What follows belongs to an exercise in optimizing a design on an open flow for small area, a short achievable clock period and few clock cycles per item; a production flow would make more cautious choices.
Where RTL was checked, it was by simulation tests only, not by an equivalence proof against the original.
Function not checked in run 2: the RTL went through the layout flow alone.
The clock port is modelled as an ideal driver; clocking choices that lean on that would not hold on a real chip.

==> flow/design.v (outline; a module is shown in full before it is edited, if it fits) <==
// module square_root32: 906 lines
module square_root32(
		input wire iCLOCK,
		input wire inRESET,
		input wire iDATA_REQ,
		output wire oDATA_BUSY,
		input wire [31:0] iDATA,
		output wire oDATA_VALID,
		input wire iDATA_BUSY,
		output wire [15:0] oDATA
	);
  // ...
==> flow/flow/run.sh <==
#!/bin/bash
# The standard layout (standard.sh, unchanged synthesis and steps), with:
# - a larger setup margin for ORFS's timing repair, so that repair works
#   towards a shorter achieved period;
# - port buffers of the smallest buffer cell (repair upsizes them as needed);
bash standard.sh SETUP_SLACK_MARGIN=10.9 BUFFER_PORTS_ARGS='-buffer_cell sky130_fd_sc_hd__buf_1' POST_CTS_TCL="$(pwd)/flow/flatten_clk.tcl" finish > standard.log 2>&1
==> flow/flow/flatten_clk.tcl <==
# Remove the clock tree's intermediate level: the root clock buffer then
# drives the leaf clock buffers directly. Every register keeps the same
# number of buffers (two) between the clock port and its clock pin.
set block [ord::get_db_block]
set root [$block findInst clkbuf_0_iCLOCK]
set rootnet [[$root findITerm X] getNet]
set mids {}
foreach it [$rootnet getITerms] {
  set inst [$it getInst]
  if {$inst eq $root} continue
  if {[string match "clkbuf_leaf_*" [$inst getName]]} continue
  lappend mids $inst
}
foreach inst $mids {
  if {![string match "clkbuf_*" [$inst getName]]} { error "unexpected load [$inst getName] on the root clock net" }
  set onet [[$inst findITerm X] getNet]
  set loads {}
  foreach it [$onet getITerms] { if {[$it getInst] ne $inst} { lappend loads $it } }
  set dummies {}
  foreach it $loads {
    if {[string match "clkload*" [[$it getInst] getName]]} { lappend dummies [$it getInst]; continue }
    if {![string match "clkbuf_leaf_*" [[$it getInst] getName]]} { error "unexpected load [[$it getInst] getName]" }
    $it disconnect
    $it connect $rootnet
  }
  puts "flatten_clk: removed [$inst getName], moved [llength $loads] leaf buffers to [$rootnet getName]"
  foreach d $dummies {
    puts "flatten_clk: removed dummy load [$d getName]"
    odb::dbInst_destroy $d
  }
  odb::dbInst_destroy $inst
  odb::dbNet_destroy $onet
}
==> flow/standard.sh <==
#!/bin/bash
# synth_recipe.tcl (not shown) runs the flow's synth.tcl, then flattens the netlist and writes it again
# the make line also repeats each setting of config.mk as NAME=value (left out here)
make -C /OpenROAD-flow-scripts/flow DESIGN_CONFIG=/design/flow/config.mk WORK_HOME=/design/flow/orfs CLKGATE_MAP_FILE= SYNTH_SCRIPT=/design/flow/synth_recipe.tcl "${@:-finish}"
==> flow/config.mk <==
export PLATFORM = sky130hd
export DESIGN_NAME = square_root32
export DESIGN_NICKNAME = square_root32
export VERILOG_FILES = /design/flow/design.v
export SDC_FILE = /design/flow/constraint.sdc
export NUM_CORES = 4
export LEC_CHECK = 0
export ABC_AREA = 1
export CAP_MARGIN = 20
export CORE_MARGIN = 2
export CORE_UTILIZATION = 68
export CTS_BUF_LIST = sky130_fd_sc_hd__clkbuf_16
export CTS_CLUSTER_DIAMETER = 70
export CTS_CLUSTER_SIZE = 22
export SLEW_MARGIN = 20
==> flow/constraint.sdc <==
create_clock -name core_clock -period 15.0 [get_ports {iCLOCK}]
set_input_delay 3.0000 -clock core_clock [delete_from_list [all_inputs] [get_ports {iCLOCK}]]
set_output_delay 3.0000 -clock core_clock [all_outputs]
set_load 0.01 [all_outputs]
==> reports/summary.md, run 1 <==
In the global route stage, met3 resource usage came out at 5.06%. Summing all multi-input logic gate instances after layout gives 5870 µm². For hold timing, the worst endpoint is x12[5]. The flow ran to the end and the layout has no timing, DRC or antenna violations. After detailed routing, the met3 layer carries 1140 µm of wire.

The top fanout value on the critical path was 1. The total wirelength of the detailed-routed design is 24600 µm. The largest registers in the layout are x2 x28, x5 x22. The layout cell share with drive strength beyond 1 was 6.07%. The tools report the number of primary I/O pins as 54. The accumulated negative setup slack was 0 ns; the number of flip-flops and latches was 238.

Counting flops with an async set or reset pin after synthesis yields a share of 3.36%. The first-pass detailed-route iteration total is 6. The aggregate global routing overflow was 0. The critical path in this run is classified as reg -> out.

The tools report the initial antenna violation count as 0. Counting the clock-network buffers in the layout gives 14.

The logs give 0 for the final antenna diode count and 11400 µm for the routed metal-1 wirelength. Hold-critical path depth: 0. Register with the most flip-flops: x2.

The area of the core is 20200 µm², and the max-slew violation total from the final report is 0. The startpoint of the worst hold path is x10[5]. Setup violations remaining at the end of the flow were counted as 0.

The total vias in the final route was 9905; the number of warnings issued by yosys was 1. The later pin in the worst-skew pair is clocked with a latency of 0.45 ns. The run gives 238 as the total number of clock tree sinks.

The startpoint identified for the worst register-to-register timing path is qn5[0]. Ranked by total area, the top cell class in this layout is sequential cells. After the flow finishes, the layout carries non-filler instances totaling 1885.

The total number of cells along the worst setup path is 1. Across the run, the number of max-cap violations was 0. For the via count of the first global-routing pass, the log shows 9044. During tapcell insertion the tool placed 270 well taps.
Testbench counts, summed over its fixed seeds: cycles 12,056, items 12,000.
==> run 2, diff against run 1 <==
--- a/flow/design.v
+++ b/flow/design.v
@@ -896,13 +896,18 @@
 		end else if (!b_skid_valid) begin
 			b_skid_valid <= b_v6;
 		end
 	end
 	always @(posedge iCLOCK) begin
 		if (out_free) b_out_data <= b_skid_valid ? b_skid_data : res;
 		if (!b_skid_valid) b_skid_data <= res;
 	end
-	assign oDATA_BUSY = b_skid_valid;
+	reg b_busy;
+	always @(posedge iCLOCK or negedge inRESET) begin
+		if (!inRESET) b_busy <= 1'b0;
+		else b_busy <= !out_free && (b_busy || b_v6);
+	end
+	assign oDATA_BUSY = b_busy;
 	assign oDATA_VALID = b_out_valid;
 	assign oDATA = b_out_data;
 endmodule
 `default_nettype wire
--- a/flow/config.mk
+++ b/flow/config.mk
@@ -5,11 +5,11 @@
 export SDC_FILE = /design/flow/constraint.sdc
 export NUM_CORES = 4
 export LEC_CHECK = 0
 export ABC_AREA = 1
 export CAP_MARGIN = 20
 export CORE_MARGIN = 2
 export CORE_UTILIZATION = 68
 export CTS_BUF_LIST = sky130_fd_sc_hd__clkbuf_16
-export CTS_CLUSTER_DIAMETER = 70
-export CTS_CLUSTER_SIZE = 22
+export CTS_CLUSTER_DIAMETER = 80
+export CTS_CLUSTER_SIZE = 28
 export SLEW_MARGIN = 20
==> reports/summary.md, run 2 <==
The flow ran to the end and the layout has no timing, DRC or antenna violations. The worst hold path belongs to the class reg -> reg. The met3 demand-to-capacity share in global routing is 4.50% (-0.56 points), and the worst setup skew after layout is 0.0225 ns. In this run the most critical hold path is launched from x2[18].

The cell area after placement is 14400 µm². The tools report the launch point of the critical path as b_busy. The count of fill cells added during filler insertion is 1507. The most frequent cell after synthesis is sky130_fd_sc_hd__nand2_1.

The run gives 24900 µm (+1.4%) as the total wirelength of the detailed-routed design. The tools report the number of unique standard cell types used by synthesis as 48. The number of flip-flops in the largest register came out at 28.

Traced cell by cell, the critical path runs through buf_1. Ranked by flip-flop count, first place goes to x2. The number of warnings issued by yosys came out at 1 (unchanged). Aggregate global routing overflow: 0 (unchanged).

The area of the core is 20200 µm² (unchanged). In this run the tool buffered the top-level ports with 53 buffer cells. Total global-route track usage: 24.5%. Average vias per placed instance: 5.27. Dividing the final minimum period by the clock period gives 26.5%.

The logs give 0 (unchanged) for the total of max-cap violations and 52 for the placement row count. The clock insertion delay at the later pin of the skew report is 0.43 ns (-0.02 ns). The logs give 11.15 ns for the reg-to-reg setup timing slack and 12.00 ns for the required time at the endpoint of the critical path. For the initial core utilization, the log shows 69.1%. STA classifies the critical path endpoint as a primary output. The transition time at the pin with the least slew margin works out to 0.946 ns. The number of DRC markers in iteration 0 was 708; the final antenna diode count was 0 (unchanged). The critical path is of the reg -> out type. The number of buffer and inverter stages on the critical path is 1. The detailed-route DRC error count was 0; the routing usage on met2 was 40.9%. The number of setup violations in the final report came out at 0 (unchanged). Primary flip-flop cell chosen by synthesis mapping: sky130_fd_sc_hd__edfxtp_1.

The cell count after synthesis came out at 1552. The half-perimeter wire length after detailed placement is 18500 µm. The floorplan step defined a die boundary enclosing 21700 µm². Chip width: 147 µm. The commonest non-fill, non-tap cell in the layout was sky130_fd_sc_hd__nand2_1. In the global route stage, met1 resource usage came out at 32.6%.

The logs give 9938 (+0.33%) for the total vias in the final route and 11.02 ns for the least setup slack across all paths after layout. Sorting the synthesized cells by area gives the leading types as sky130_fd_sc_hd__edfxtp_1 (46%), sky130_fd_sc_hd__nand2_1 (11%), sky130_fd_sc_hd__inv_1 (6.6%), sky130_fd_sc_hd__fa_1 (6.0%), sky130_fd_sc_hd__nand3_1 (3.7%). The number of primary I/O pins was 54 (unchanged); the maximum single-stage delay on the critical path was 0.41 ns. For the placed cell count, the log shows 1856. Achievable frequency: 252 MHz.

Type of origin of the critical path: a flip-flop. Summing all non-filler instances in the final layout gives an area of 14900 µm². The run gives 0 (unchanged) as the max-slew violation total from the final report.

The logs give 0 for the number of hold violations in the final report and 0.98 ns for the data arrival at the endpoint of the critical path. For the total number of clock tree sinks, the log shows 239 (+0.42%). The post-synthesis average cell area was 8.99 µm².

For the final instance count without filler cells, the log shows 1884 (-0.053%). Before CTS, the worst setup slack after placement is 10.96 ns. In the layout the commonest cells are sky130_fd_sc_hd__nand2_1 (421), sky130_fd_sc_hd__inv_1 (246), sky130_fd_sc_hd__edfxtp_1 (214). Clock-pin slew was measured on the worst setup and hold paths at 0.11 ns.

The fraction of registers with async set or reset after synthesis is 3.77% (+0.40 points). The largest individual stage delay along the critical path comes from the cell sky130_fd_sc_hd__dfrtp_1. The vertical extent of the die came out at 147 µm. Counting every net in the synthesized netlist gives 1658. The final antenna-violating net count was 0. Setup repair after global routing left no endpoint under its margin.

sky130_fd_sc_hd__edfxtp_1 takes more of the synthesized area than any other cell. In this run the cell area of the synthesized design comes to 13900 µm². The largest registers in the layout are x2 x28, x5 x22. The post-route minimum period was 3.98 ns; the layout cell share with drive strength beyond 1 was 6.69% (+0.62 points).

Counting flops and latches in the post-synthesis netlist gives 239. The initial antenna violation count was 0 (unchanged). In this design, the largest share of critical-path delay is due to flip-flops. The net count of the finished layout came out at 1715.

In the final routed layout, each cell accounts on average for 13.2 µm. The placer congestion estimate was 0.881; the via count of the first global-routing pass was 9286 (+2.7%). The layer flagged by global routing as most heavily used is met2. Cells fill 73.8% of the core in the end.

In this run, synthesis inferred 214 flip-flops with an integrated enable. The tools report the launching point of the worst reg2reg path as qn12[9]. Top fanout value on the critical path: 2 (+1).

TritonCTS built the clock tree. The first-pass GRT wire length is 42200 µm. The tools report the first-pass detailed-route iteration total as 7 (+1).

From synthesis to final layout, the design area changed by 6.67%. Sorting the synthesized cells by how often they occur yields sky130_fd_sc_hd__nand2_1 (422), sky130_fd_sc_hd__inv_1 (246), sky130_fd_sc_hd__edfxtp_1 (214). After synthesis, flip-flops and latches occupy 50.0% of the total area. The run gives 0 ns (unchanged) as the accumulated negative setup slack.

Headroom to the max-slew limit came out at 37.0%. The share of synthesized area in the top cell type comes to 46.1%. Entering global routing, the biggest net connects 150 pins.

run 2: routing by layer:
layer / wire length (µm) / vias up
met5: 0 / -
met4: 504 / 0
met3: 1100 / 38
met2: 12000 / 218
met1: 11300 / 4551
li1: - / 5131
run 2: area by class of cell:
cell class                 instances  area (µm²)  area share, %
clock buffer                      12         300           2.02
clock inverter                     7        88.8          0.597
inverter                         264        1000           6.73
multi-input combinational       1028        5890           39.6
sequential                       239        6970           46.9
tap                              270         338           2.27
timing repair buffer              64         282           1.89
run 2: kinds of logic after synthesis:
kind of cell | after synthesis | share of synthesized area (%)
AND/OR/NAND/NOR | 690 | 21.3
adder cells (fa/ha/maj) | 70 | 8.54
AO/OA/AOI/OAI | 203 | 8.06
buffers and inverters | 285 | 8.06
XOR/XNOR | 65 | 4.08
flip-flops | 239 | 50.0
run 2: stage by stage:
| step | hold WS (ns) |
|---|---|
| finish | 0.428 |
| global route | 0.427 |
| detailed placement | 0.405 |
| floorplan | 0.400 |
| global placement | 0.400 |
run 2: worst paths after layout:
| path | cells past startpoint | to |
|---|---|---|
| min in group asynchronous | 1 | b_busy |
| min | 0 | x5[18] |
| min reg2reg | 0 | x5[18] |
| max reg2reg | 23 | r14[13] |
| max | 1 | oDATA_BUSY |
| max in group asynchronous | 1 | b_v1 |

-- static timing again, ports no longer ideal --
The results above use ideal ports. As a check the final layouts listed here were re-extracted and re-timed, cells and wires unchanged.
Step 1 assumes that a clkbuf_16 drives the clock port and a buf_2 every other input.
Step 2, shift: input delay + t, output delay - t, t = (earliest + latest rising clock arrival at the registers) / 2. This alone moves slack from input paths to output paths.
Slacks: no drivers / after step 1 / after step 2; pairs: no drivers / after step 1.
run	shift t [ns]	setup WS [ns]	worst setup path at the end	latest minus earliest clock arrival (ns)
run 1	0.487	11.052 / 11.007 / 10.994	input to register	0.013 / 0.014
run 2	0.470	11.025 / 10.980 / 10.965	input to register	0.025 / 0.025
After both steps every run listed still meets setup and hold. For run 2, which loses most, drivers alone change the setup slack by -0.045 ns; drivers and shift together by -0.060 ns.
